Background: an optimization exercise with open tools, aiming at small area, a short achievable clock period and few clock cycles per item. Do not read the settings as production practice.
Function was not checked in any run shown here: the RTL went through the layout flow alone.
The clock port is modelled as an ideal driver; clocking choices that lean on that would not hold on a real chip.

==> flow/design.v, too long to show whole: its modules and the start of the top module <==
// module booth_fsm: 3121 lines
// module lookahead_adder_64: 568 lines
// module mul_fa: 10 lines
// module mul_ha: 9 lines
// module mul_cfa: 9 lines
// module mul_xor: 7 lines
// module mul_maj: 8 lines
// module mul_enc: 10 lines
// module mul_sel: 10 lines
// module mul_sel0: 8 lines
// module mul_pg0: 9 lines
// module mul_gpn: 11 lines
// module mul_gpp: 11 lines
// module mul_aoi21: 8 lines
// module mul_oai21: 8 lines
// module mul_xnor: 7 lines
module booth_fsm
# (parameter DATAWIDTH = 32)
(
  input                        clk,
  input                        rstn,
  input                        en,
  input        [DATAWIDTH-1:0] multiplier,
  input        [DATAWIDTH-1:0] multiplicand,
  output reg                   done,
  output reg [2*DATAWIDTH-1:0] product
);
  // ...
==> flow/flow/run.sh <==
#!/bin/bash
# Own layout flow: the standard ORFS flow with three changes.
#  - ports are buffered with a plain buffer (buf_2) instead of the delay
#    buffer buffer_ports picks by default; every port still gets a buffer;
#  - before floorplanning, combinational cells that synthesis upsized are set
#    back to their smallest drive strength (registers are left alone); the
#    resizer then upsizes only what timing needs;
#  - before clock tree synthesis the buffers that timing-driven placement
#    added inside the design are taken out again and only slew, capacitance
#    and fanout are repaired (flow/rebuffer.tcl); the usual timing repair
#    after clock tree synthesis and global routing then does the rest.
# Each ORFS step writes its full log under orfs/logs/; make's output goes to
# standard.log here.
set -euo pipefail
here=$(pwd)
export BUFFER_PORTS_ARGS="-buffer_cell sky130_fd_sc_hd__buf_2"
export PRE_FLOORPLAN_TCL="$here/flow/downsize.tcl"
export PRE_CTS_TCL="$here/flow/rebuffer.tcl"
bash standard.sh > "$here/standard.log" 2>&1
==> flow/flow/downsize.tcl <==
# Set every combinational cell to the smallest-area cell of the library with
# the same function and pins (registers, clock, tap and tie cells unchanged).
set lib_cells [get_lib_cells */sky130_fd_sc_hd__*]
proc base_name {name} {
  if {[regexp {^(sky130_fd_sc_hd__[a-z0-9]+)_[0-9]+$} $name -> b]} { return $b }
  return ""
}
set area_of [dict create]
set group [dict create]
foreach c $lib_cells {
  set n [get_name $c]
  set b [base_name $n]
  if {$b eq ""} { continue }
  if {[get_property $c dont_use]} { continue }
  dict set area_of $n [get_property $c area]
  dict lappend group $b $n
}
set n_changed 0
foreach inst [get_cells *] {
  set m [get_name [get_lib_cells -of_objects $inst]]
  set b [base_name $m]
  if {$b eq "" || ![dict exists $group $b]} { continue }
  if {[regexp {(df|dl|sdf|edf|clk|conb|tap|fill|decap|buf|inv|probe|lpflow)} $b]} { continue }
  set best $m
  set best_area [dict get $area_of $m]
  foreach cand [dict get $group $b] {
    set a [dict get $area_of $cand]
    if {$a < $best_area || ($a == $best_area && [string match *_1 $cand])} {
      set best $cand
      set best_area $a
    }
  }
  if {$best ne $m} {
    replace_cell $inst $best
    incr n_changed
  }
}
puts "downsize: $n_changed cells set to their smallest drive strength"
==> flow/flow/rebuffer.tcl <==
# Before clock tree synthesis: take out the buffers that timing-driven global
# placement inserted inside the design (port buffers stay), fix slew,
# capacitance and fanout again, and legalize; the repair after clock tree
# synthesis then buffers or sizes only the paths that need it.
set_dont_use $::env(DONT_USE_CELLS)
set n 0
set block [ord::get_db_block]
foreach inst [$block getInsts] {
  if {![string match place* [$inst getName]]} { continue }
  set in_it [$inst findITerm A]
  set out_it [$inst findITerm X]
  if {$in_it eq "NULL" || $out_it eq "NULL"} { continue }
  set in_net [$in_it getNet]
  set out_net [$out_it getNet]
  if {[llength [$out_net getBTerms]] > 0} { continue }
  foreach it [$out_net getITerms] {
    if {[$it getInst] eq $inst} { continue }
    $it disconnect
    $it connect $in_net
  }
  $in_it disconnect
  $out_it disconnect
  odb::dbInst_destroy $inst
  odb::dbNet_destroy $out_net
  incr n
}
puts "rebuffer: removed $n placement buffers"
estimate_parasitics -placement
repair_design -cap_margin $::env(CAP_MARGIN) -slew_margin $::env(SLEW_MARGIN)
detailed_placement
==> flow/standard.sh <==
#!/bin/bash
# synth_recipe.tcl (not shown) runs the flow's synth.tcl, then flattens the netlist and writes it again
# the make line also repeats each setting of config.mk as NAME=value (left out here)
make -C /OpenROAD-flow-scripts/flow DESIGN_CONFIG=/design/flow/config.mk WORK_HOME=/design/flow/orfs CLKGATE_MAP_FILE= SYNTH_SCRIPT=/design/flow/synth_recipe.tcl "${@:-finish}"
==> flow/config.mk <==
export PLATFORM = sky130hd
export DESIGN_NAME = booth_fsm
export DESIGN_NICKNAME = booth_fsm
export VERILOG_FILES = /design/flow/design.v
export SDC_FILE = /design/flow/constraint.sdc
export NUM_CORES = 4
export LEC_CHECK = 0
export CAP_MARGIN = 20
export CORE_MARGIN = 2
export CORE_UTILIZATION = 40
export SLEW_MARGIN = 20
export SYNTH_HIERARCHICAL = 1
==> flow/constraint.sdc <==
create_clock -name core_clock -period 6.0 [get_ports {clk}]
set_input_delay 1.2000 -clock core_clock [delete_from_list [all_inputs] [get_ports {clk}]]
set_output_delay 1.2000 -clock core_clock [all_outputs]
set_load 0.01 [all_outputs]
==> metrics.log, run 1 <==
INFO  metric run_status = failed layout checks
INFO  metric violatedChecks = negative setup slack
INFO  metric setup_total_negative_slack = -0.1052 ns
INFO  metric core_occupancy_in_the_finished_layout = 0.5637
INFO  metric cts.hold.buffers_added = 0
INFO  metric seq_cells = 65
INFO  metric num-nonclk-buffers = 473
INFO  metric multi_input_area_share = 0.7545
INFO  metric vias = 24384
INFO  metric place_area = 0.03179 mm2
INFO  metric pre_cts_ws = -1.116 ns
INFO  metric drive_gt1_frac = 0.3169
INFO  metric worst-path-buf-inv = 5
INFO  metric met2_wirelength = 48990 um
INFO  metric clkCellAreaFrac = 0.009232
INFO  metric report.final.hold_viol_count = 0
INFO  metric bufAreaShareNonClock = 0.1563
INFO  metric synthesis.yosys.warnings = 7
INFO  metric clock_sinks = 65
INFO  metric antenna_left = 0
INFO  metric drt_first_pass_iters = 9
INFO  metric wl_per_cell = 28.57 um
INFO  metric biggestCellCategory = multi-input combinational cells
INFO  metric worstHoldPathType = in2async
INFO  metric grt-ovfl-total = 0
INFO  metric sequential_cell_area = 0.001306 mm2
INFO  metric largest_register_ffs = 64
INFO  metric setup.worst_path.end_class = flip-flop
INFO  metric drv.max_cap_violation_count = 0
INFO  metric coreArea = 0.05891 mm2
INFO  metric antenna_found_initial = 2
INFO  metric setup_viol_count_final = 6
INFO  metric wl_met1 = 41940 um
INFO  metric path_depth = 24
INFO  metric post-dp-hpwl = 79360 um
INFO  metric postLayoutSetupSlackWorst = -0.03854 ns
INFO  metric list_of_cells_traversed_by_the_critical_path = buf_16, nand2b_4, o21ai_4, buf_4, buf_4, a22oi_1, xnor2_1, fa_1, maj3_1, fa_1, xor2_2, xor2_2, maj3_2, nor2_4, o21ai_2, a21oi_4, buf_12, buf_4, o21ai_4, a21oi_2, o21ai_1, a21oi_2, o21ai_2, xor2_2
INFO  metric wl_met3 = 13850 um
INFO  metric num-nonclk-inverters = 100
==> run 2: changes to the inputs <==
--- a/flow/design.v
+++ b/flow/design.v
@@ -3318,381 +3318,409 @@
 wire g1_57, p1_57;
 mul_gpp u_g1_57 (.gh(gn0_57), .ph(pn0_57), .gl(gn0_56), .pl(pn0_56), .g(g1_57), .p(p1_57));
 wire g1_59, p1_59;
 mul_gpp u_g1_59 (.gh(gn0_59), .ph(pn0_59), .gl(gn0_58), .pl(pn0_58), .g(g1_59), .p(p1_59));
 wire g1_61, p1_61;
 mul_gpp u_g1_61 (.gh(gn0_61), .ph(pn0_61), .gl(gn0_60), .pl(pn0_60), .g(g1_61), .p(p1_61));
 wire g2_3;
 mul_aoi21 u_g2_3 (.gh(g1_3), .ph(p1_3), .gl(g1_1), .g(g2_3));
+wire g2_5, p2_5;
+mul_gpn u_g2_5 (.gh(g1_5), .ph(p1_5), .gl(g1_3), .pl(p1_3), .g(g2_5), .p(p2_5));
 wire g2_7, p2_7;
 mul_gpn u_g2_7 (.gh(g1_7), .ph(p1_7), .gl(g1_5), .pl(p1_5), .g(g2_7), .p(p2_7));
+wire g2_9, p2_9;
+mul_gpn u_g2_9 (.gh(g1_9), .ph(p1_9), .gl(g1_7), .pl(p1_7), .g(g2_9), .p(p2_9));
 wire g2_11, p2_11;
 mul_gpn u_g2_11 (.gh(g1_11), .ph(p1_11), .gl(g1_9), .pl(p1_9), .g(g2_11), .p(p2_11));
+wire g2_13, p2_13;
+mul_gpn u_g2_13 (.gh(g1_13), .ph(p1_13), .gl(g1_11), .pl(p1_11), .g(g2_13), .p(p2_13));
 wire g2_15, p2_15;
 mul_gpn u_g2_15 (.gh(g1_15), .ph(p1_15), .gl(g1_13), .pl(p1_13), .g(g2_15), .p(p2_15));
+wire g2_17, p2_17;
+mul_gpn u_g2_17 (.gh(g1_17), .ph(p1_17), .gl(g1_15), .pl(p1_15), .g(g2_17), .p(p2_17));
 wire g2_19, p2_19;
 mul_gpn u_g2_19 (.gh(g1_19), .ph(p1_19), .gl(g1_17), .pl(p1_17), .g(g2_19), .p(p2_19));
+wire g2_21, p2_21;
+mul_gpn u_g2_21 (.gh(g1_21), .ph(p1_21), .gl(g1_19), .pl(p1_19), .g(g2_21), .p(p2_21));
 wire g2_23, p2_23;
 mul_gpn u_g2_23 (.gh(g1_23), .ph(p1_23), .gl(g1_21), .pl(p1_21), .g(g2_23), .p(p2_23));
+wire g2_25, p2_25;
+mul_gpn u_g2_25 (.gh(g1_25), .ph(p1_25), .gl(g1_23), .pl(p1_23), .g(g2_25), .p(p2_25));
 wire g2_27, p2_27;
 mul_gpn u_g2_27 (.gh(g1_27), .ph(p1_27), .gl(g1_25), .pl(p1_25), .g(g2_27), .p(p2_27));
+wire g2_29, p2_29;
+mul_gpn u_g2_29 (.gh(g1_29), .ph(p1_29), .gl(g1_27), .pl(p1_27), .g(g2_29), .p(p2_29));
 wire g2_31, p2_31;
 mul_gpn u_g2_31 (.gh(g1_31), .ph(p1_31), .gl(g1_29), .pl(p1_29), .g(g2_31), .p(p2_31));
+wire g2_33, p2_33;
+mul_gpn u_g2_33 (.gh(g1_33), .ph(p1_33), .gl(g1_31), .pl(p1_31), .g(g2_33), .p(p2_33));
 wire g2_35, p2_35;
 mul_gpn u_g2_35 (.gh(g1_35), .ph(p1_35), .gl(g1_33), .pl(p1_33), .g(g2_35), .p(p2_35));
+wire g2_37, p2_37;
+mul_gpn u_g2_37 (.gh(g1_37), .ph(p1_37), .gl(g1_35), .pl(p1_35), .g(g2_37), .p(p2_37));
 wire g2_39, p2_39;
 mul_gpn u_g2_39 (.gh(g1_39), .ph(p1_39), .gl(g1_37), .pl(p1_37), .g(g2_39), .p(p2_39));
+wire g2_41, p2_41;
+mul_gpn u_g2_41 (.gh(g1_41), .ph(p1_41), .gl(g1_39), .pl(p1_39), .g(g2_41), .p(p2_41));
 wire g2_43, p2_43;
 mul_gpn u_g2_43 (.gh(g1_43), .ph(p1_43), .gl(g1_41), .pl(p1_41), .g(g2_43), .p(p2_43));
+wire g2_45, p2_45;
+mul_gpn u_g2_45 (.gh(g1_45), .ph(p1_45), .gl(g1_43), .pl(p1_43), .g(g2_45), .p(p2_45));
 wire g2_47, p2_47;
 mul_gpn u_g2_47 (.gh(g1_47), .ph(p1_47), .gl(g1_45), .pl(p1_45), .g(g2_47), .p(p2_47));
+wire g2_49, p2_49;
+mul_gpn u_g2_49 (.gh(g1_49), .ph(p1_49), .gl(g1_47), .pl(p1_47), .g(g2_49), .p(p2_49));
 wire g2_51, p2_51;
 mul_gpn u_g2_51 (.gh(g1_51), .ph(p1_51), .gl(g1_49), .pl(p1_49), .g(g2_51), .p(p2_51));
+wire g2_53, p2_53;
+mul_gpn u_g2_53 (.gh(g1_53), .ph(p1_53), .gl(g1_51), .pl(p1_51), .g(g2_53), .p(p2_53));
 wire g2_55, p2_55;
 mul_gpn u_g2_55 (.gh(g1_55), .ph(p1_55), .gl(g1_53), .pl(p1_53), .g(g2_55), .p(p2_55));
+wire g2_57, p2_57;
+mul_gpn u_g2_57 (.gh(g1_57), .ph(p1_57), .gl(g1_55), .pl(p1_55), .g(g2_57), .p(p2_57));
 wire g2_59, p2_59;
 mul_gpn u_g2_59 (.gh(g1_59), .ph(p1_59), .gl(g1_57), .pl(p1_57), .g(g2_59), .p(p2_59));
+wire g2_61, p2_61;
+mul_gpn u_g2_61 (.gh(g1_61), .ph(p1_61), .gl(g1_59), .pl(p1_59), .g(g2_61), .p(p2_61));
 wire ig1 = ~g1_1;
-wire g2_2;
-mul_oai21 u_g2_2 (.gh(gn0_2), .ph(pn0_2), .gl(ig1), .g(g2_2));
-wire ig2 = ~g1_5;
-wire ip2 = ~p1_5;
-wire g2_6, p2_6;
-mul_gpp u_g2_6 (.gh(gn0_6), .ph(pn0_6), .gl(ig2), .pl(ip2), .g(g2_6), .p(p2_6));
-wire ig3 = ~g1_9;
-wire ip3 = ~p1_9;
-wire g2_10, p2_10;
-mul_gpp u_g2_10 (.gh(gn0_10), .ph(pn0_10), .gl(ig3), .pl(ip3), .g(g2_10), .p(p2_10));
-wire ig4 = ~g1_13;
-wire ip4 = ~p1_13;
-wire g2_14, p2_14;
-mul_gpp u_g2_14 (.gh(gn0_14), .ph(pn0_14), .gl(ig4), .pl(ip4), .g(g2_14), .p(p2_14));
-wire ig5 = ~g1_17;
-wire ip5 = ~p1_17;
-wire g2_18, p2_18;
-mul_gpp u_g2_18 (.gh(gn0_18), .ph(pn0_18), .gl(ig5), .pl(ip5), .g(g2_18), .p(p2_18));
-wire ig6 = ~g1_21;
-wire ip6 = ~p1_21;
-wire g2_22, p2_22;
-mul_gpp u_g2_22 (.gh(gn0_22), .ph(pn0_22), .gl(ig6), .pl(ip6), .g(g2_22), .p(p2_22));
-wire ig7 = ~g1_25;
-wire ip7 = ~p1_25;
-wire g2_26, p2_26;
-mul_gpp u_g2_26 (.gh(gn0_26), .ph(pn0_26), .gl(ig7), .pl(ip7), .g(g2_26), .p(p2_26));
-wire ig8 = ~g1_29;
-wire ip8 = ~p1_29;
-wire g2_30, p2_30;
-mul_gpp u_g2_30 (.gh(gn0_30), .ph(pn0_30), .gl(ig8), .pl(ip8), .g(g2_30), .p(p2_30));
-wire ig9 = ~g1_33;
-wire ip9 = ~p1_33;
-wire g2_34, p2_34;
-mul_gpp u_g2_34 (.gh(gn0_34), .ph(pn0_34), .gl(ig9), .pl(ip9), .g(g2_34), .p(p2_34));
-wire ig10 = ~g1_37;
-wire ip10 = ~p1_37;
-wire g2_38, p2_38;
-mul_gpp u_g2_38 (.gh(gn0_38), .ph(pn0_38), .gl(ig10), .pl(ip10), .g(g2_38), .p(p2_38));
-wire ig11 = ~g1_41;
-wire ip11 = ~p1_41;
-wire g2_42, p2_42;
-mul_gpp u_g2_42 (.gh(gn0_42), .ph(pn0_42), .gl(ig11), .pl(ip11), .g(g2_42), .p(p2_42));
-wire ig12 = ~g1_45;
-wire ip12 = ~p1_45;
-wire g2_46, p2_46;
-mul_gpp u_g2_46 (.gh(gn0_46), .ph(pn0_46), .gl(ig12), .pl(ip12), .g(g2_46), .p(p2_46));
-wire ig13 = ~g1_49;
-wire ip13 = ~p1_49;
-wire g2_50, p2_50;
-mul_gpp u_g2_50 (.gh(gn0_50), .ph(pn0_50), .gl(ig13), .pl(ip13), .g(g2_50), .p(p2_50));
-wire ig14 = ~g1_53;
-wire ip14 = ~p1_53;
-wire g2_54, p2_54;
-mul_gpp u_g2_54 (.gh(gn0_54), .ph(pn0_54), .gl(ig14), .pl(ip14), .g(g2_54), .p(p2_54));
-wire ig15 = ~g1_57;
-wire ip15 = ~p1_57;
-wire g2_58, p2_58;
-mul_gpp u_g2_58 (.gh(gn0_58), .ph(pn0_58), .gl(ig15), .pl(ip15), .g(g2_58), .p(p2_58));
-wire ig16 = ~g1_61;
-wire ip16 = ~p1_61;
-wire g2_62, p2_62;
-mul_gpp u_g2_62 (.gh(gn0_62), .ph(pn0_62), .gl(ig16), .pl(ip16), .g(g2_62), .p(p2_62));
+wire g3_5;
+mul_oai21 u_g3_5 (.gh(g2_5), .ph(p2_5), .gl(ig1), .g(g3_5));
 wire g3_7;
 mul_oai21 u_g3_7 (.gh(g2_7), .ph(p2_7), .gl(g2_3), .g(g3_7));
+wire g3_9, p3_9;
+mul_gpp u_g3_9 (.gh(g2_9), .ph(p2_9), .gl(g2_5), .pl(p2_5), .g(g3_9), .p(p3_9));
 wire g3_11, p3_11;
 mul_gpp u_g3_11 (.gh(g2_11), .ph(p2_11), .gl(g2_7), .pl(p2_7), .g(g3_11), .p(p3_11));
+wire g3_13, p3_13;
+mul_gpp u_g3_13 (.gh(g2_13), .ph(p2_13), .gl(g2_9), .pl(p2_9), .g(g3_13), .p(p3_13));
 wire g3_15, p3_15;
 mul_gpp u_g3_15 (.gh(g2_15), .ph(p2_15), .gl(g2_11), .pl(p2_11), .g(g3_15), .p(p3_15));
+wire g3_17, p3_17;
+mul_gpp u_g3_17 (.gh(g2_17), .ph(p2_17), .gl(g2_13), .pl(p2_13), .g(g3_17), .p(p3_17));
 wire g3_19, p3_19;
 mul_gpp u_g3_19 (.gh(g2_19), .ph(p2_19), .gl(g2_15), .pl(p2_15), .g(g3_19), .p(p3_19));
+wire g3_21, p3_21;
+mul_gpp u_g3_21 (.gh(g2_21), .ph(p2_21), .gl(g2_17), .pl(p2_17), .g(g3_21), .p(p3_21));
 wire g3_23, p3_23;
 mul_gpp u_g3_23 (.gh(g2_23), .ph(p2_23), .gl(g2_19), .pl(p2_19), .g(g3_23), .p(p3_23));
+wire g3_25, p3_25;
+mul_gpp u_g3_25 (.gh(g2_25), .ph(p2_25), .gl(g2_21), .pl(p2_21), .g(g3_25), .p(p3_25));
 wire g3_27, p3_27;
 mul_gpp u_g3_27 (.gh(g2_27), .ph(p2_27), .gl(g2_23), .pl(p2_23), .g(g3_27), .p(p3_27));
+wire g3_29, p3_29;
+mul_gpp u_g3_29 (.gh(g2_29), .ph(p2_29), .gl(g2_25), .pl(p2_25), .g(g3_29), .p(p3_29));
 wire g3_31, p3_31;
 mul_gpp u_g3_31 (.gh(g2_31), .ph(p2_31), .gl(g2_27), .pl(p2_27), .g(g3_31), .p(p3_31));
+wire g3_33, p3_33;
+mul_gpp u_g3_33 (.gh(g2_33), .ph(p2_33), .gl(g2_29), .pl(p2_29), .g(g3_33), .p(p3_33));
 wire g3_35, p3_35;
 mul_gpp u_g3_35 (.gh(g2_35), .ph(p2_35), .gl(g2_31), .pl(p2_31), .g(g3_35), .p(p3_35));
+wire g3_37, p3_37;
+mul_gpp u_g3_37 (.gh(g2_37), .ph(p2_37), .gl(g2_33), .pl(p2_33), .g(g3_37), .p(p3_37));
 wire g3_39, p3_39;
 mul_gpp u_g3_39 (.gh(g2_39), .ph(p2_39), .gl(g2_35), .pl(p2_35), .g(g3_39), .p(p3_39));
+wire g3_41, p3_41;
+mul_gpp u_g3_41 (.gh(g2_41), .ph(p2_41), .gl(g2_37), .pl(p2_37), .g(g3_41), .p(p3_41));
 wire g3_43, p3_43;
 mul_gpp u_g3_43 (.gh(g2_43), .ph(p2_43), .gl(g2_39), .pl(p2_39), .g(g3_43), .p(p3_43));
+wire g3_45, p3_45;
+mul_gpp u_g3_45 (.gh(g2_45), .ph(p2_45), .gl(g2_41), .pl(p2_41), .g(g3_45), .p(p3_45));
 wire g3_47, p3_47;
 mul_gpp u_g3_47 (.gh(g2_47), .ph(p2_47), .gl(g2_43), .pl(p2_43), .g(g3_47), .p(p3_47));
+wire g3_49, p3_49;
+mul_gpp u_g3_49 (.gh(g2_49), .ph(p2_49), .gl(g2_45), .pl(p2_45), .g(g3_49), .p(p3_49));
 wire g3_51, p3_51;
 mul_gpp u_g3_51 (.gh(g2_51), .ph(p2_51), .gl(g2_47), .pl(p2_47), .g(g3_51), .p(p3_51));
+wire g3_53, p3_53;
+mul_gpp u_g3_53 (.gh(g2_53), .ph(p2_53), .gl(g2_49), .pl(p2_49), .g(g3_53), .p(p3_53));
 wire g3_55, p3_55;
 mul_gpp u_g3_55 (.gh(g2_55), .ph(p2_55), .gl(g2_51), .pl(p2_51), .g(g3_55), .p(p3_55));
+wire g3_57, p3_57;
+mul_gpp u_g3_57 (.gh(g2_57), .ph(p2_57), .gl(g2_53), .pl(p2_53), .g(g3_57), .p(p3_57));
 wire g3_59, p3_59;
 mul_gpp u_g3_59 (.gh(g2_59), .ph(p2_59), .gl(g2_55), .pl(p2_55), .g(g3_59), .p(p3_59));
-wire ig17 = ~g2_3;
+wire g3_61, p3_61;
+mul_gpp u_g3_61 (.gh(g2_61), .ph(p2_61), .gl(g2_57), .pl(p2_57), .g(g3_61), .p(p3_61));
+wire g4_9;
+mul_aoi21 u_g4_9 (.gh(g3_9), .ph(p3_9), .gl(g1_1), .g(g4_9));
+wire ig2 = ~g2_3;
 wire g4_11;
-mul_aoi21 u_g4_11 (.gh(g3_11), .ph(p3_11), .gl(ig17), .g(g4_11));
+mul_aoi21 u_g4_11 (.gh(g3_11), .ph(p3_11), .gl(ig2), .g(g4_11));
+wire g4_13;
+mul_aoi21 u_g4_13 (.gh(g3_13), .ph(p3_13), .gl(g3_5), .g(g4_13));
 wire g4_15;
 mul_aoi21 u_g4_15 (.gh(g3_15), .ph(p3_15), .gl(g3_7), .g(g4_15));
+wire g4_17, p4_17;
+mul_gpn u_g4_17 (.gh(g3_17), .ph(p3_17), .gl(g3_9), .pl(p3_9), .g(g4_17), .p(p4_17));
 wire g4_19, p4_19;
 mul_gpn u_g4_19 (.gh(g3_19), .ph(p3_19), .gl(g3_11), .pl(p3_11), .g(g4_19), .p(p4_19));
+wire g4_21, p4_21;
+mul_gpn u_g4_21 (.gh(g3_21), .ph(p3_21), .gl(g3_13), .pl(p3_13), .g(g4_21), .p(p4_21));
 wire g4_23, p4_23;
 mul_gpn u_g4_23 (.gh(g3_23), .ph(p3_23), .gl(g3_15), .pl(p3_15), .g(g4_23), .p(p4_23));
+wire g4_25, p4_25;
+mul_gpn u_g4_25 (.gh(g3_25), .ph(p3_25), .gl(g3_17), .pl(p3_17), .g(g4_25), .p(p4_25));
 wire g4_27, p4_27;
 mul_gpn u_g4_27 (.gh(g3_27), .ph(p3_27), .gl(g3_19), .pl(p3_19), .g(g4_27), .p(p4_27));
+wire g4_29, p4_29;
+mul_gpn u_g4_29 (.gh(g3_29), .ph(p3_29), .gl(g3_21), .pl(p3_21), .g(g4_29), .p(p4_29));
 wire g4_31, p4_31;
 mul_gpn u_g4_31 (.gh(g3_31), .ph(p3_31), .gl(g3_23), .pl(p3_23), .g(g4_31), .p(p4_31));
+wire g4_33, p4_33;
+mul_gpn u_g4_33 (.gh(g3_33), .ph(p3_33), .gl(g3_25), .pl(p3_25), .g(g4_33), .p(p4_33));
 wire g4_35, p4_35;
 mul_gpn u_g4_35 (.gh(g3_35), .ph(p3_35), .gl(g3_27), .pl(p3_27), .g(g4_35), .p(p4_35));
+wire g4_37, p4_37;
+mul_gpn u_g4_37 (.gh(g3_37), .ph(p3_37), .gl(g3_29), .pl(p3_29), .g(g4_37), .p(p4_37));
 wire g4_39, p4_39;
 mul_gpn u_g4_39 (.gh(g3_39), .ph(p3_39), .gl(g3_31), .pl(p3_31), .g(g4_39), .p(p4_39));
+wire g4_41, p4_41;
+mul_gpn u_g4_41 (.gh(g3_41), .ph(p3_41), .gl(g3_33), .pl(p3_33), .g(g4_41), .p(p4_41));
 wire g4_43, p4_43;
 mul_gpn u_g4_43 (.gh(g3_43), .ph(p3_43), .gl(g3_35), .pl(p3_35), .g(g4_43), .p(p4_43));
+wire g4_45, p4_45;
+mul_gpn u_g4_45 (.gh(g3_45), .ph(p3_45), .gl(g3_37), .pl(p3_37), .g(g4_45), .p(p4_45));
 wire g4_47, p4_47;
 mul_gpn u_g4_47 (.gh(g3_47), .ph(p3_47), .gl(g3_39), .pl(p3_39), .g(g4_47), .p(p4_47));
+wire g4_49, p4_49;
+mul_gpn u_g4_49 (.gh(g3_49), .ph(p3_49), .gl(g3_41), .pl(p3_41), .g(g4_49), .p(p4_49));
 wire g4_51, p4_51;
 mul_gpn u_g4_51 (.gh(g3_51), .ph(p3_51), .gl(g3_43), .pl(p3_43), .g(g4_51), .p(p4_51));
+wire g4_53, p4_53;
+mul_gpn u_g4_53 (.gh(g3_53), .ph(p3_53), .gl(g3_45), .pl(p3_45), .g(g4_53), .p(p4_53));
 wire g4_55, p4_55;
 mul_gpn u_g4_55 (.gh(g3_55), .ph(p3_55), .gl(g3_47), .pl(p3_47), .g(g4_55), .p(p4_55));
+wire g4_57, p4_57;
+mul_gpn u_g4_57 (.gh(g3_57), .ph(p3_57), .gl(g3_49), .pl(p3_49), .g(g4_57), .p(p4_57));
 wire g4_59, p4_59;
 mul_gpn u_g4_59 (.gh(g3_59), .ph(p3_59), .gl(g3_51), .pl(p3_51), .g(g4_59), .p(p4_59));
+wire g4_61, p4_61;
+mul_gpn u_g4_61 (.gh(g3_61), .ph(p3_61), .gl(g3_53), .pl(p3_53), .g(g4_61), .p(p4_61));
+wire ig3 = ~g1_1;
+wire g5_17;
+mul_oai21 u_g5_17 (.gh(g4_17), .ph(p4_17), .gl(ig3), .g(g5_17));
 wire g5_19;
 mul_oai21 u_g5_19 (.gh(g4_19), .ph(p4_19), .gl(g2_3), .g(g5_19));
-wire ig18 = ~g3_7;
+wire ig4 = ~g3_5;
+wire g5_21;
+mul_oai21 u_g5_21 (.gh(g4_21), .ph(p4_21), .gl(ig4), .g(g5_21));
+wire ig5 = ~g3_7;
 wire g5_23;
-mul_oai21 u_g5_23 (.gh(g4_23), .ph(p4_23), .gl(ig18), .g(g5_23));
+mul_oai21 u_g5_23 (.gh(g4_23), .ph(p4_23), .gl(ig5), .g(g5_23));
+wire g5_25;
+mul_oai21 u_g5_25 (.gh(g4_25), .ph(p4_25), .gl(g4_9), .g(g5_25));
 wire g5_27;
 mul_oai21 u_g5_27 (.gh(g4_27), .ph(p4_27), .gl(g4_11), .g(g5_27));
+wire g5_29;
+mul_oai21 u_g5_29 (.gh(g4_29), .ph(p4_29), .gl(g4_13), .g(g5_29));
 wire g5_31;
 mul_oai21 u_g5_31 (.gh(g4_31), .ph(p4_31), .gl(g4_15), .g(g5_31));
+wire g5_33, p5_33;
+mul_gpp u_g5_33 (.gh(g4_33), .ph(p4_33), .gl(g4_17), .pl(p4_17), .g(g5_33), .p(p5_33));
 wire g5_35, p5_35;
 mul_gpp u_g5_35 (.gh(g4_35), .ph(p4_35), .gl(g4_19), .pl(p4_19), .g(g5_35), .p(p5_35));
+wire g5_37, p5_37;
+mul_gpp u_g5_37 (.gh(g4_37), .ph(p4_37), .gl(g4_21), .pl(p4_21), .g(g5_37), .p(p5_37));
 wire g5_39, p5_39;
 mul_gpp u_g5_39 (.gh(g4_39), .ph(p4_39), .gl(g4_23), .pl(p4_23), .g(g5_39), .p(p5_39));
+wire g5_41, p5_41;
+mul_gpp u_g5_41 (.gh(g4_41), .ph(p4_41), .gl(g4_25), .pl(p4_25), .g(g5_41), .p(p5_41));
 wire g5_43, p5_43;
 mul_gpp u_g5_43 (.gh(g4_43), .ph(p4_43), .gl(g4_27), .pl(p4_27), .g(g5_43), .p(p5_43));
+wire g5_45, p5_45;
+mul_gpp u_g5_45 (.gh(g4_45), .ph(p4_45), .gl(g4_29), .pl(p4_29), .g(g5_45), .p(p5_45));
 wire g5_47, p5_47;
 mul_gpp u_g5_47 (.gh(g4_47), .ph(p4_47), .gl(g4_31), .pl(p4_31), .g(g5_47), .p(p5_47));
+wire g5_49, p5_49;
+mul_gpp u_g5_49 (.gh(g4_49), .ph(p4_49), .gl(g4_33), .pl(p4_33), .g(g5_49), .p(p5_49));
 wire g5_51, p5_51;
 mul_gpp u_g5_51 (.gh(g4_51), .ph(p4_51), .gl(g4_35), .pl(p4_35), .g(g5_51), .p(p5_51));
+wire g5_53, p5_53;
+mul_gpp u_g5_53 (.gh(g4_53), .ph(p4_53), .gl(g4_37), .pl(p4_37), .g(g5_53), .p(p5_53));
 wire g5_55, p5_55;
 mul_gpp u_g5_55 (.gh(g4_55), .ph(p4_55), .gl(g4_39), .pl(p4_39), .g(g5_55), .p(p5_55));
+wire g5_57, p5_57;
+mul_gpp u_g5_57 (.gh(g4_57), .ph(p4_57), .gl(g4_41), .pl(p4_41), .g(g5_57), .p(p5_57));
 wire g5_59, p5_59;
 mul_gpp u_g5_59 (.gh(g4_59), .ph(p4_59), .gl(g4_43), .pl(p4_43), .g(g5_59), .p(p5_59));
-wire ig19 = ~g2_3;
+wire g5_61, p5_61;
+mul_gpp u_g5_61 (.gh(g4_61), .ph(p4_61), .gl(g4_45), .pl(p4_45), .g(g5_61), .p(p5_61));
+wire g6_33;
+mul_aoi21 u_g6_33 (.gh(g5_33), .ph(p5_33), .gl(g1_1), .g(g6_33));
+wire ig6 = ~g2_3;
 wire g6_35;
-mul_aoi21 u_g6_35 (.gh(g5_35), .ph(p5_35), .gl(ig19), .g(g6_35));
+mul_aoi21 u_g6_35 (.gh(g5_35), .ph(p5_35), .gl(ig6), .g(g6_35));
+wire g6_37;
+mul_aoi21 u_g6_37 (.gh(g5_37), .ph(p5_37), .gl(g3_5), .g(g6_37));
 wire g6_39;
 mul_aoi21 u_g6_39 (.gh(g5_39), .ph(p5_39), .gl(g3_7), .g(g6_39));
-wire ig20 = ~g4_11;
+wire ig7 = ~g4_9;
+wire g6_41;
+mul_aoi21 u_g6_41 (.gh(g5_41), .ph(p5_41), .gl(ig7), .g(g6_41));
+wire ig8 = ~g4_11;
 wire g6_43;
-mul_aoi21 u_g6_43 (.gh(g5_43), .ph(p5_43), .gl(ig20), .g(g6_43));
-wire ig21 = ~g4_15;
+mul_aoi21 u_g6_43 (.gh(g5_43), .ph(p5_43), .gl(ig8), .g(g6_43));
+wire ig9 = ~g4_13;
+wire g6_45;
+mul_aoi21 u_g6_45 (.gh(g5_45), .ph(p5_45), .gl(ig9), .g(g6_45));
+wire ig10 = ~g4_15;
 wire g6_47;
-mul_aoi21 u_g6_47 (.gh(g5_47), .ph(p5_47), .gl(ig21), .g(g6_47));
+mul_aoi21 u_g6_47 (.gh(g5_47), .ph(p5_47), .gl(ig10), .g(g6_47));
+wire g6_49;
+mul_aoi21 u_g6_49 (.gh(g5_49), .ph(p5_49), .gl(g5_17), .g(g6_49));
 wire g6_51;
 mul_aoi21 u_g6_51 (.gh(g5_51), .ph(p5_51), .gl(g5_19), .g(g6_51));
+wire g6_53;
+mul_aoi21 u_g6_53 (.gh(g5_53), .ph(p5_53), .gl(g5_21), .g(g6_53));
 wire g6_55;
 mul_aoi21 u_g6_55 (.gh(g5_55), .ph(p5_55), .gl(g5_23), .g(g6_55));
+wire g6_57;
+mul_aoi21 u_g6_57 (.gh(g5_57), .ph(p5_57), .gl(g5_25), .g(g6_57));
 wire g6_59;
 mul_aoi21 u_g6_59 (.gh(g5_59), .ph(p5_59), .gl(g5_27), .g(g6_59));
+wire g6_61;
+mul_aoi21 u_g6_61 (.gh(g5_61), .ph(p5_61), .gl(g5_29), .g(g6_61));
+wire ig11 = ~g1_1;
+wire g7_2;
+mul_oai21 u_g7_2 (.gh(gn0_2), .ph(pn0_2), .gl(ig11), .g(g7_2));
 wire g7_4;
 mul_oai21 u_g7_4 (.gh(gn0_4), .ph(pn0_4), .gl(g2_3), .g(g7_4));
-wire ig22 = ~g2_3;
-wire g7_5;
-mul_aoi21 u_g7_5 (.gh(g1_5), .ph(p1_5), .gl(ig22), .g(g7_5));
-wire ig23 = ~g2_3;
+wire ig12 = ~g3_5;
 wire g7_6;
-mul_aoi21 u_g7_6 (.gh(g2_6), .ph(p2_6), .gl(ig23), .g(g7_6));
-wire ig24 = ~g3_7;
+mul_oai21 u_g7_6 (.gh(gn0_6), .ph(pn0_6), .gl(ig12), .g(g7_6));
+wire ig13 = ~g3_7;
 wire g7_8;
-mul_oai21 u_g7_8 (.gh(gn0_8), .ph(pn0_8), .gl(ig24), .g(g7_8));
-wire g7_9;
-mul_aoi21 u_g7_9 (.gh(g1_9), .ph(p1_9), .gl(g3_7), .g(g7_9));
+mul_oai21 u_g7_8 (.gh(gn0_8), .ph(pn0_8), .gl(ig13), .g(g7_8));
 wire g7_10;
-mul_aoi21 u_g7_10 (.gh(g2_10), .ph(p2_10), .gl(g3_7), .g(g7_10));
+mul_oai21 u_g7_10 (.gh(gn0_10), .ph(pn0_10), .gl(g4_9), .g(g7_10));
 wire g7_12;
 mul_oai21 u_g7_12 (.gh(gn0_12), .ph(pn0_12), .gl(g4_11), .g(g7_12));
-wire ig25 = ~g4_11;
-wire g7_13;
-mul_aoi21 u_g7_13 (.gh(g1_13), .ph(p1_13), .gl(ig25), .g(g7_13));
-wire ig26 = ~g4_11;
 wire g7_14;
-mul_aoi21 u_g7_14 (.gh(g2_14), .ph(p2_14), .gl(ig26), .g(g7_14));
+mul_oai21 u_g7_14 (.gh(gn0_14), .ph(pn0_14), .gl(g4_13), .g(g7_14));
 wire g7_16;
 mul_oai21 u_g7_16 (.gh(gn0_16), .ph(pn0_16), .gl(g4_15), .g(g7_16));
-wire ig27 = ~g4_15;
-wire g7_17;
-mul_aoi21 u_g7_17 (.gh(g1_17), .ph(p1_17), .gl(ig27), .g(g7_17));
-wire ig28 = ~g4_15;
+wire ig14 = ~g5_17;
 wire g7_18;
-mul_aoi21 u_g7_18 (.gh(g2_18), .ph(p2_18), .gl(ig28), .g(g7_18));
-wire ig29 = ~g5_19;
+mul_oai21 u_g7_18 (.gh(gn0_18), .ph(pn0_18), .gl(ig14), .g(g7_18));
+wire ig15 = ~g5_19;
 wire g7_20;
-mul_oai21 u_g7_20 (.gh(gn0_20), .ph(pn0_20), .gl(ig29), .g(g7_20));
-wire g7_21;
-mul_aoi21 u_g7_21 (.gh(g1_21), .ph(p1_21), .gl(g5_19), .g(g7_21));
+mul_oai21 u_g7_20 (.gh(gn0_20), .ph(pn0_20), .gl(ig15), .g(g7_20));
+wire ig16 = ~g5_21;
 wire g7_22;
-mul_aoi21 u_g7_22 (.gh(g2_22), .ph(p2_22), .gl(g5_19), .g(g7_22));
-wire ig30 = ~g5_23;
+mul_oai21 u_g7_22 (.gh(gn0_22), .ph(pn0_22), .gl(ig16), .g(g7_22));
+wire ig17 = ~g5_23;
 wire g7_24;
-mul_oai21 u_g7_24 (.gh(gn0_24), .ph(pn0_24), .gl(ig30), .g(g7_24));
-wire g7_25;
-mul_aoi21 u_g7_25 (.gh(g1_25), .ph(p1_25), .gl(g5_23), .g(g7_25));
+mul_oai21 u_g7_24 (.gh(gn0_24), .ph(pn0_24), .gl(ig17), .g(g7_24));
+wire ig18 = ~g5_25;
 wire g7_26;
-mul_aoi21 u_g7_26 (.gh(g2_26), .ph(p2_26), .gl(g5_23), .g(g7_26));
-wire ig31 = ~g5_27;
+mul_oai21 u_g7_26 (.gh(gn0_26), .ph(pn0_26), .gl(ig18), .g(g7_26));
+wire ig19 = ~g5_27;
 wire g7_28;
-mul_oai21 u_g7_28 (.gh(gn0_28), .ph(pn0_28), .gl(ig31), .g(g7_28));
-wire g7_29;
-mul_aoi21 u_g7_29 (.gh(g1_29), .ph(p1_29), .gl(g5_27), .g(g7_29));
+mul_oai21 u_g7_28 (.gh(gn0_28), .ph(pn0_28), .gl(ig19), .g(g7_28));
+wire ig20 = ~g5_29;
 wire g7_30;
-mul_aoi21 u_g7_30 (.gh(g2_30), .ph(p2_30), .gl(g5_27), .g(g7_30));
-wire ig32 = ~g5_31;
+mul_oai21 u_g7_30 (.gh(gn0_30), .ph(pn0_30), .gl(ig20), .g(g7_30));
+wire ig21 = ~g5_31;
 wire g7_32;
-mul_oai21 u_g7_32 (.gh(gn0_32), .ph(pn0_32), .gl(ig32), .g(g7_32));
-wire g7_33;
-mul_aoi21 u_g7_33 (.gh(g1_33), .ph(p1_33), .gl(g5_31), .g(g7_33));
+mul_oai21 u_g7_32 (.gh(gn0_32), .ph(pn0_32), .gl(ig21), .g(g7_32));
 wire g7_34;
-mul_aoi21 u_g7_34 (.gh(g2_34), .ph(p2_34), .gl(g5_31), .g(g7_34));
+mul_oai21 u_g7_34 (.gh(gn0_34), .ph(pn0_34), .gl(g6_33), .g(g7_34));
 wire g7_36;
 mul_oai21 u_g7_36 (.gh(gn0_36), .ph(pn0_36), .gl(g6_35), .g(g7_36));
-wire ig33 = ~g6_35;
-wire g7_37;
-mul_aoi21 u_g7_37 (.gh(g1_37), .ph(p1_37), .gl(ig33), .g(g7_37));
-wire ig34 = ~g6_35;
 wire g7_38;
-mul_aoi21 u_g7_38 (.gh(g2_38), .ph(p2_38), .gl(ig34), .g(g7_38));
+mul_oai21 u_g7_38 (.gh(gn0_38), .ph(pn0_38), .gl(g6_37), .g(g7_38));
 wire g7_40;
 mul_oai21 u_g7_40 (.gh(gn0_40), .ph(pn0_40), .gl(g6_39), .g(g7_40));
-wire ig35 = ~g6_39;
-wire g7_41;
-mul_aoi21 u_g7_41 (.gh(g1_41), .ph(p1_41), .gl(ig35), .g(g7_41));
-wire ig36 = ~g6_39;
 wire g7_42;
-mul_aoi21 u_g7_42 (.gh(g2_42), .ph(p2_42), .gl(ig36), .g(g7_42));
+mul_oai21 u_g7_42 (.gh(gn0_42), .ph(pn0_42), .gl(g6_41), .g(g7_42));
 wire g7_44;
 mul_oai21 u_g7_44 (.gh(gn0_44), .ph(pn0_44), .gl(g6_43), .g(g7_44));
-wire ig37 = ~g6_43;
-wire g7_45;
-mul_aoi21 u_g7_45 (.gh(g1_45), .ph(p1_45), .gl(ig37), .g(g7_45));
-wire ig38 = ~g6_43;
 wire g7_46;
-mul_aoi21 u_g7_46 (.gh(g2_46), .ph(p2_46), .gl(ig38), .g(g7_46));
+mul_oai21 u_g7_46 (.gh(gn0_46), .ph(pn0_46), .gl(g6_45), .g(g7_46));
 wire g7_48;
 mul_oai21 u_g7_48 (.gh(gn0_48), .ph(pn0_48), .gl(g6_47), .g(g7_48));
-wire ig39 = ~g6_47;
-wire g7_49;
-mul_aoi21 u_g7_49 (.gh(g1_49), .ph(p1_49), .gl(ig39), .g(g7_49));
-wire ig40 = ~g6_47;
 wire g7_50;
-mul_aoi21 u_g7_50 (.gh(g2_50), .ph(p2_50), .gl(ig40), .g(g7_50));
+mul_oai21 u_g7_50 (.gh(gn0_50), .ph(pn0_50), .gl(g6_49), .g(g7_50));
 wire g7_52;
 mul_oai21 u_g7_52 (.gh(gn0_52), .ph(pn0_52), .gl(g6_51), .g(g7_52));
-wire ig41 = ~g6_51;
-wire g7_53;
-mul_aoi21 u_g7_53 (.gh(g1_53), .ph(p1_53), .gl(ig41), .g(g7_53));
-wire ig42 = ~g6_51;
 wire g7_54;
-mul_aoi21 u_g7_54 (.gh(g2_54), .ph(p2_54), .gl(ig42), .g(g7_54));
+mul_oai21 u_g7_54 (.gh(gn0_54), .ph(pn0_54), .gl(g6_53), .g(g7_54));
 wire g7_56;
 mul_oai21 u_g7_56 (.gh(gn0_56), .ph(pn0_56), .gl(g6_55), .g(g7_56));
-wire ig43 = ~g6_55;
-wire g7_57;
-mul_aoi21 u_g7_57 (.gh(g1_57), .ph(p1_57), .gl(ig43), .g(g7_57));
-wire ig44 = ~g6_55;
 wire g7_58;
-mul_aoi21 u_g7_58 (.gh(g2_58), .ph(p2_58), .gl(ig44), .g(g7_58));
+mul_oai21 u_g7_58 (.gh(gn0_58), .ph(pn0_58), .gl(g6_57), .g(g7_58));
 wire g7_60;
 mul_oai21 u_g7_60 (.gh(gn0_60), .ph(pn0_60), .gl(g6_59), .g(g7_60));
-wire ig45 = ~g6_59;
-wire g7_61;
-mul_aoi21 u_g7_61 (.gh(g1_61), .ph(p1_61), .gl(ig45), .g(g7_61));
-wire ig46 = ~g6_59;
 wire g7_62;
-mul_aoi21 u_g7_62 (.gh(g2_62), .ph(p2_62), .gl(ig46), .g(g7_62));
+mul_oai21 u_g7_62 (.gh(gn0_62), .ph(pn0_62), .gl(g6_61), .g(g7_62));
 assign s[0] = x[0];
 mul_xnor u_s1 (.a(x[1]), .b(gn0_0), .y(s[1]));
 mul_xor u_s2 (.a(x[2]), .b(g1_1), .y(s[2]));
-mul_xor u_s3 (.a(x[3]), .b(g2_2), .y(s[3]));
+mul_xor u_s3 (.a(x[3]), .b(g7_2), .y(s[3]));
 mul_xnor u_s4 (.a(x[4]), .b(g2_3), .y(s[4]));
 mul_xor u_s5 (.a(x[5]), .b(g7_4), .y(s[5]));
-mul_xnor u_s6 (.a(x[6]), .b(g7_5), .y(s[6]));
-mul_xnor u_s7 (.a(x[7]), .b(g7_6), .y(s[7]));
+mul_xor u_s6 (.a(x[6]), .b(g3_5), .y(s[6]));
+mul_xor u_s7 (.a(x[7]), .b(g7_6), .y(s[7]));
 mul_xor u_s8 (.a(x[8]), .b(g3_7), .y(s[8]));
 mul_xor u_s9 (.a(x[9]), .b(g7_8), .y(s[9]));
-mul_xnor u_s10 (.a(x[10]), .b(g7_9), .y(s[10]));
-mul_xnor u_s11 (.a(x[11]), .b(g7_10), .y(s[11]));
+mul_xnor u_s10 (.a(x[10]), .b(g4_9), .y(s[10]));
+mul_xor u_s11 (.a(x[11]), .b(g7_10), .y(s[11]));
 mul_xnor u_s12 (.a(x[12]), .b(g4_11), .y(s[12]));
 mul_xor u_s13 (.a(x[13]), .b(g7_12), .y(s[13]));
-mul_xnor u_s14 (.a(x[14]), .b(g7_13), .y(s[14]));
-mul_xnor u_s15 (.a(x[15]), .b(g7_14), .y(s[15]));
+mul_xnor u_s14 (.a(x[14]), .b(g4_13), .y(s[14]));
+mul_xor u_s15 (.a(x[15]), .b(g7_14), .y(s[15]));
 mul_xnor u_s16 (.a(x[16]), .b(g4_15), .y(s[16]));
 mul_xor u_s17 (.a(x[17]), .b(g7_16), .y(s[17]));
-mul_xnor u_s18 (.a(x[18]), .b(g7_17), .y(s[18]));
-mul_xnor u_s19 (.a(x[19]), .b(g7_18), .y(s[19]));
+mul_xor u_s18 (.a(x[18]), .b(g5_17), .y(s[18]));
+mul_xor u_s19 (.a(x[19]), .b(g7_18), .y(s[19]));
 mul_xor u_s20 (.a(x[20]), .b(g5_19), .y(s[20]));
 mul_xor u_s21 (.a(x[21]), .b(g7_20), .y(s[21]));
-mul_xnor u_s22 (.a(x[22]), .b(g7_21), .y(s[22]));
-mul_xnor u_s23 (.a(x[23]), .b(g7_22), .y(s[23]));
+mul_xor u_s22 (.a(x[22]), .b(g5_21), .y(s[22]));
+mul_xor u_s23 (.a(x[23]), .b(g7_22), .y(s[23]));
 mul_xor u_s24 (.a(x[24]), .b(g5_23), .y(s[24]));
 mul_xor u_s25 (.a(x[25]), .b(g7_24), .y(s[25]));
-mul_xnor u_s26 (.a(x[26]), .b(g7_25), .y(s[26]));
-mul_xnor u_s27 (.a(x[27]), .b(g7_26), .y(s[27]));
+mul_xor u_s26 (.a(x[26]), .b(g5_25), .y(s[26]));
+mul_xor u_s27 (.a(x[27]), .b(g7_26), .y(s[27]));
 mul_xor u_s28 (.a(x[28]), .b(g5_27), .y(s[28]));
 mul_xor u_s29 (.a(x[29]), .b(g7_28), .y(s[29]));
-mul_xnor u_s30 (.a(x[30]), .b(g7_29), .y(s[30]));
-mul_xnor u_s31 (.a(x[31]), .b(g7_30), .y(s[31]));
+mul_xor u_s30 (.a(x[30]), .b(g5_29), .y(s[30]));
+mul_xor u_s31 (.a(x[31]), .b(g7_30), .y(s[31]));
 mul_xor u_s32 (.a(x[32]), .b(g5_31), .y(s[32]));
 mul_xor u_s33 (.a(x[33]), .b(g7_32), .y(s[33]));
-mul_xnor u_s34 (.a(x[34]), .b(g7_33), .y(s[34]));
-mul_xnor u_s35 (.a(x[35]), .b(g7_34), .y(s[35]));
+mul_xnor u_s34 (.a(x[34]), .b(g6_33), .y(s[34]));
+mul_xor u_s35 (.a(x[35]), .b(g7_34), .y(s[35]));
 mul_xnor u_s36 (.a(x[36]), .b(g6_35), .y(s[36]));
 mul_xor u_s37 (.a(x[37]), .b(g7_36), .y(s[37]));
-mul_xnor u_s38 (.a(x[38]), .b(g7_37), .y(s[38]));
-mul_xnor u_s39 (.a(x[39]), .b(g7_38), .y(s[39]));
+mul_xnor u_s38 (.a(x[38]), .b(g6_37), .y(s[38]));
+mul_xor u_s39 (.a(x[39]), .b(g7_38), .y(s[39]));
 mul_xnor u_s40 (.a(x[40]), .b(g6_39), .y(s[40]));
 mul_xor u_s41 (.a(x[41]), .b(g7_40), .y(s[41]));
-mul_xnor u_s42 (.a(x[42]), .b(g7_41), .y(s[42]));
-mul_xnor u_s43 (.a(x[43]), .b(g7_42), .y(s[43]));
+mul_xnor u_s42 (.a(x[42]), .b(g6_41), .y(s[42]));
+mul_xor u_s43 (.a(x[43]), .b(g7_42), .y(s[43]));
 mul_xnor u_s44 (.a(x[44]), .b(g6_43), .y(s[44]));
 mul_xor u_s45 (.a(x[45]), .b(g7_44), .y(s[45]));
-mul_xnor u_s46 (.a(x[46]), .b(g7_45), .y(s[46]));
-mul_xnor u_s47 (.a(x[47]), .b(g7_46), .y(s[47]));
+mul_xnor u_s46 (.a(x[46]), .b(g6_45), .y(s[46]));
+mul_xor u_s47 (.a(x[47]), .b(g7_46), .y(s[47]));
 mul_xnor u_s48 (.a(x[48]), .b(g6_47), .y(s[48]));
 mul_xor u_s49 (.a(x[49]), .b(g7_48), .y(s[49]));
-mul_xnor u_s50 (.a(x[50]), .b(g7_49), .y(s[50]));
-mul_xnor u_s51 (.a(x[51]), .b(g7_50), .y(s[51]));
+mul_xnor u_s50 (.a(x[50]), .b(g6_49), .y(s[50]));
+mul_xor u_s51 (.a(x[51]), .b(g7_50), .y(s[51]));
 mul_xnor u_s52 (.a(x[52]), .b(g6_51), .y(s[52]));
 mul_xor u_s53 (.a(x[53]), .b(g7_52), .y(s[53]));
-mul_xnor u_s54 (.a(x[54]), .b(g7_53), .y(s[54]));
-mul_xnor u_s55 (.a(x[55]), .b(g7_54), .y(s[55]));
+mul_xnor u_s54 (.a(x[54]), .b(g6_53), .y(s[54]));
+mul_xor u_s55 (.a(x[55]), .b(g7_54), .y(s[55]));
 mul_xnor u_s56 (.a(x[56]), .b(g6_55), .y(s[56]));
 mul_xor u_s57 (.a(x[57]), .b(g7_56), .y(s[57]));
-mul_xnor u_s58 (.a(x[58]), .b(g7_57), .y(s[58]));
-mul_xnor u_s59 (.a(x[59]), .b(g7_58), .y(s[59]));
+mul_xnor u_s58 (.a(x[58]), .b(g6_57), .y(s[58]));
+mul_xor u_s59 (.a(x[59]), .b(g7_58), .y(s[59]));
 mul_xnor u_s60 (.a(x[60]), .b(g6_59), .y(s[60]));
 mul_xor u_s61 (.a(x[61]), .b(g7_60), .y(s[61]));
-mul_xnor u_s62 (.a(x[62]), .b(g7_61), .y(s[62]));
-mul_xnor u_s63 (.a(x[63]), .b(g7_62), .y(s[63]));
+mul_xnor u_s62 (.a(x[62]), .b(g6_61), .y(s[62]));
+mul_xor u_s63 (.a(x[63]), .b(g7_62), .y(s[63]));
 endmodule
 module mul_fa (
   input  a,
   input  b,
   input  ci,
   output s,
   output co
 );
==> run 2 against run 1 <==
  * The layout still fails its checks (negative setup slack)
  * Via count decreased by 3.2%
  * Largest cell class unchanged
==> metrics.log, run 2 <==
INFO  metric synthCells = 2645
INFO  metric antenna_left = 0 (unchanged)
INFO  metric core_occupancy_in_the_finished_layout = 0.5319 (-0.03181)
INFO  metric tritoncts.num_buffers = 9
INFO  metric worstHoldPathType = in2async
INFO  metric mostFrequentLayoutCells = 541 x xnor2_1, 509 x a22oi_1, 397 x xor2_1
INFO  metric antenna_found_initial = 3 (+1)
INFO  metric clock_sinks = 65 (unchanged)
INFO  metric maximum_number_of_pins_on_one_net_before_global_route_repair = 49
INFO  metric global_route.usage.total = 0.3222
INFO  metric drv.max_cap_violation_count = 0 (unchanged)
INFO  metric coreArea = 0.05913 mm2 (+0.38%)
INFO  metric largest_register_ffs = 64 (unchanged)
INFO  metric cts_tree = done
INFO  metric global_route_wire_length_before_repair = 151300 um
INFO  metric run_status = failed layout checks
INFO  metric top_register = product
INFO  metric clock_transition_at_the_register_clock_pins_on_the_worst_setup_and_hold_paths_after_cts = 0.06 ns
INFO  metric port_buffers = 131
INFO  metric postLayoutSetupSlackWorst = -0.05710 ns (-0.01856 ns)
INFO  metric final_period_minus_worst_setup_slack = 6.057 ns
INFO  metric cts.hold.buffers_added = 0 (unchanged)
INFO  metric rsz_0062_raised_after_global_routing = yes
INFO  metric globalplace.congestion = 1.037
INFO  metric largest_registers = product: 64 flops, done: 1 flops
INFO  metric floorplan.rows = 89
INFO  metric avgViaCountPerCell = 6.242
INFO  metric drt_first_pass_iters = 23 (+14)
INFO  metric drt_first_iter_violations = 2432
INFO  metric initial_core_util = 0.4058
INFO  metric nets = 3369
INFO  metric synthesis.area_per_instance = 9.071 um2
INFO  metric synthesis.area = 0.02399 mm2
INFO  metric tightest_slew = 0.9560 ns
INFO  metric synthToLayoutAreaGrowth = 31.08%
INFO  metric fp.dieArea = 0.06196 mm2
INFO  metric detail_route.drc_violations = 0
INFO  metric grt_pass1_vias = 23860
INFO  metric die_x = 248.9 um
INFO  metric post-dp-hpwl = 82800 um (+4.3%)
INFO  metric synthesis.yosys.warnings = 7 (unchanged)
INFO  metric wl_per_cell = 27.35 um (-4.3%)
INFO  metric final_common_cell = xnor2_1
INFO  metric worst_slew_margin_rel = 0.3627
INFO  metric layout.cells.non_filler = 3782
INFO  metric max_fclk = 165.1 MHz
INFO  metric place_area = 0.03121 mm2 (-1.8%)
INFO  metric floorplan.die.height = 248.9 um
INFO  metric setup.worst_path.class = in2reg
INFO  metric violatedChecks = negative setup slack
INFO  metric crit_fanout = 20
INFO  metric io_pins = 132
INFO  metric layout_worst_path_cycle_share = 1.010
INFO  metric setup_viol_count_final = 4 (-2)
INFO  metric vias = 23607 (-3.2%)
INFO  metric setup.worst_path.end_class = flip-flop
INFO  metric drive_gt1_frac = 0.2358 (-0.08109)
INFO  metric timing_max_transition_violations_final = 0
INFO  metric layout.cell_area.non_filler = 0.03145 mm2
INFO  metric worstPathRequired = 6.26 ns
INFO  metric report.final.hold_viol_count = 0 (unchanged)
INFO  metric startpoint_type = input port
INFO  metric detail_route.wirelength = 103400 um
INFO  metric placed_cells_incl_taps = 4193
INFO  metric grt-ovfl-total = 0 (unchanged)
INFO  metric arrival = 6.32 ns
-- run 2: final cells by class --
type / count / area, um2
Antenna cell: 2 / 5.005
Clock buffer: 10 / 229.0
Clock inverter: 6 / 92.59
Fill cell: 5374 / 27680
Inverter: 70 / 262.8
Multi-Input combinational cell: 2516 / 24580
Sequential cell: 65 / 1306
Tap cell: 773 / 967.2
Timing Repair Buffer: 340 / 4003
-- run 2: worst max path at each step --
stage,slack (ns),start,endpoint,depth (start not counted)
after floorplan,0.03,multiplier[1],product[47]$_DFF_P_,21
after global placement,-0.83,multiplier[17],product[41]$_DFF_P_,21
after detailed placement,-0.92,multiplier[17],product[41]$_DFF_P_,25
after CTS,-0.05,multiplier[1],product[53]$_DFF_P_,20
after global routing,-0.20,multiplier[7],product[47]$_DFF_P_,26
final,-0.06,multiplier[9],product[41]$_DFF_P_,26
-- run 2: worst max-delay path: stages --
cell	delay, ns
buf_16	0.16
nand2b_4	0.17
o21ai_4	0.18
buf_12	0.16
buf_16	0.15
a22oi_1	0.09
xnor2_1	0.22
buf_4	0.16
maj3_2	0.38
maj3_2	0.37
maj3_1	0.38
maj3_1	0.39
maj3_1	0.38
xor2_1	0.18
xor2_1	0.20
buf_4	0.17
nand2_1	0.06
o21ai_2	0.09
a21oi_4	0.17
buf_4	0.16
o21ai_4	0.07
a21oi_2	0.15
o21ai_1	0.10
a21oi_2	0.25
o21ai_1	0.13
xor2_1	0.18
-- run 2: layer usage --
metal / vias to the layer above / GRT usage / part of all wire
met4: 2 / 0.1652 / 0.053
li1: 10071 / - / -
met3: 284 / 0.07973 / 0.10
met5: - / 0 / 0.00013
met2: 1419 / 0.5015 / 0.45
met1: 11831 / 0.4140 / 0.40
-- run 2: through the flow --
stage	hold slack (ns)	setup WS, ns	TNS (ns)
after floorplan	0.9044	0.02733	0
after global placement	0.9748	-0.8275	-25.57
after detailed placement	0.9775	-0.9152	-27.44
after CTS	0.5523	-0.05202	-0.1891
after global routing	0.5679	-0.2007	-3.579
final	0.5853	-0.05710	-0.08210
-- run 2: timing repair --
action / CTS / global route
buffers inserted: 113 / 46
setup endpoints to repair: 51 / 42
gates cloned: 17 / 3
resized for setup: 220 / 265
pin swaps: 71 / 138

-- re-timing with driven ports --
How much do the figures lean on ideal ports? The routed layouts below were timed once more, with nothing changed but the port constraints. Step 1 assumes that a clkbuf_16 drives the clock port and a buf_2 every other input. Step 2, shift: input delay + t, output delay - t, t = (earliest + latest rising clock arrival at the registers) / 2. This alone moves slack from input paths to output paths. Three values: no drivers, after step 1, after step 2; two values: the first two.
run	t, ns	slack for setup (ns)	worst setup path after step 2	clock arrival spread, ns
run 1	0.460	-0.039 / -0.183 / -0.643	input to register	0.024 / 0.024
run 2	0.428	-0.057 / -0.231 / -0.659	input to register	0.016 / 0.016
The setup slack of run 1, which loses most, moves by -0.144 ns with the drivers and by -0.604 ns with both steps.
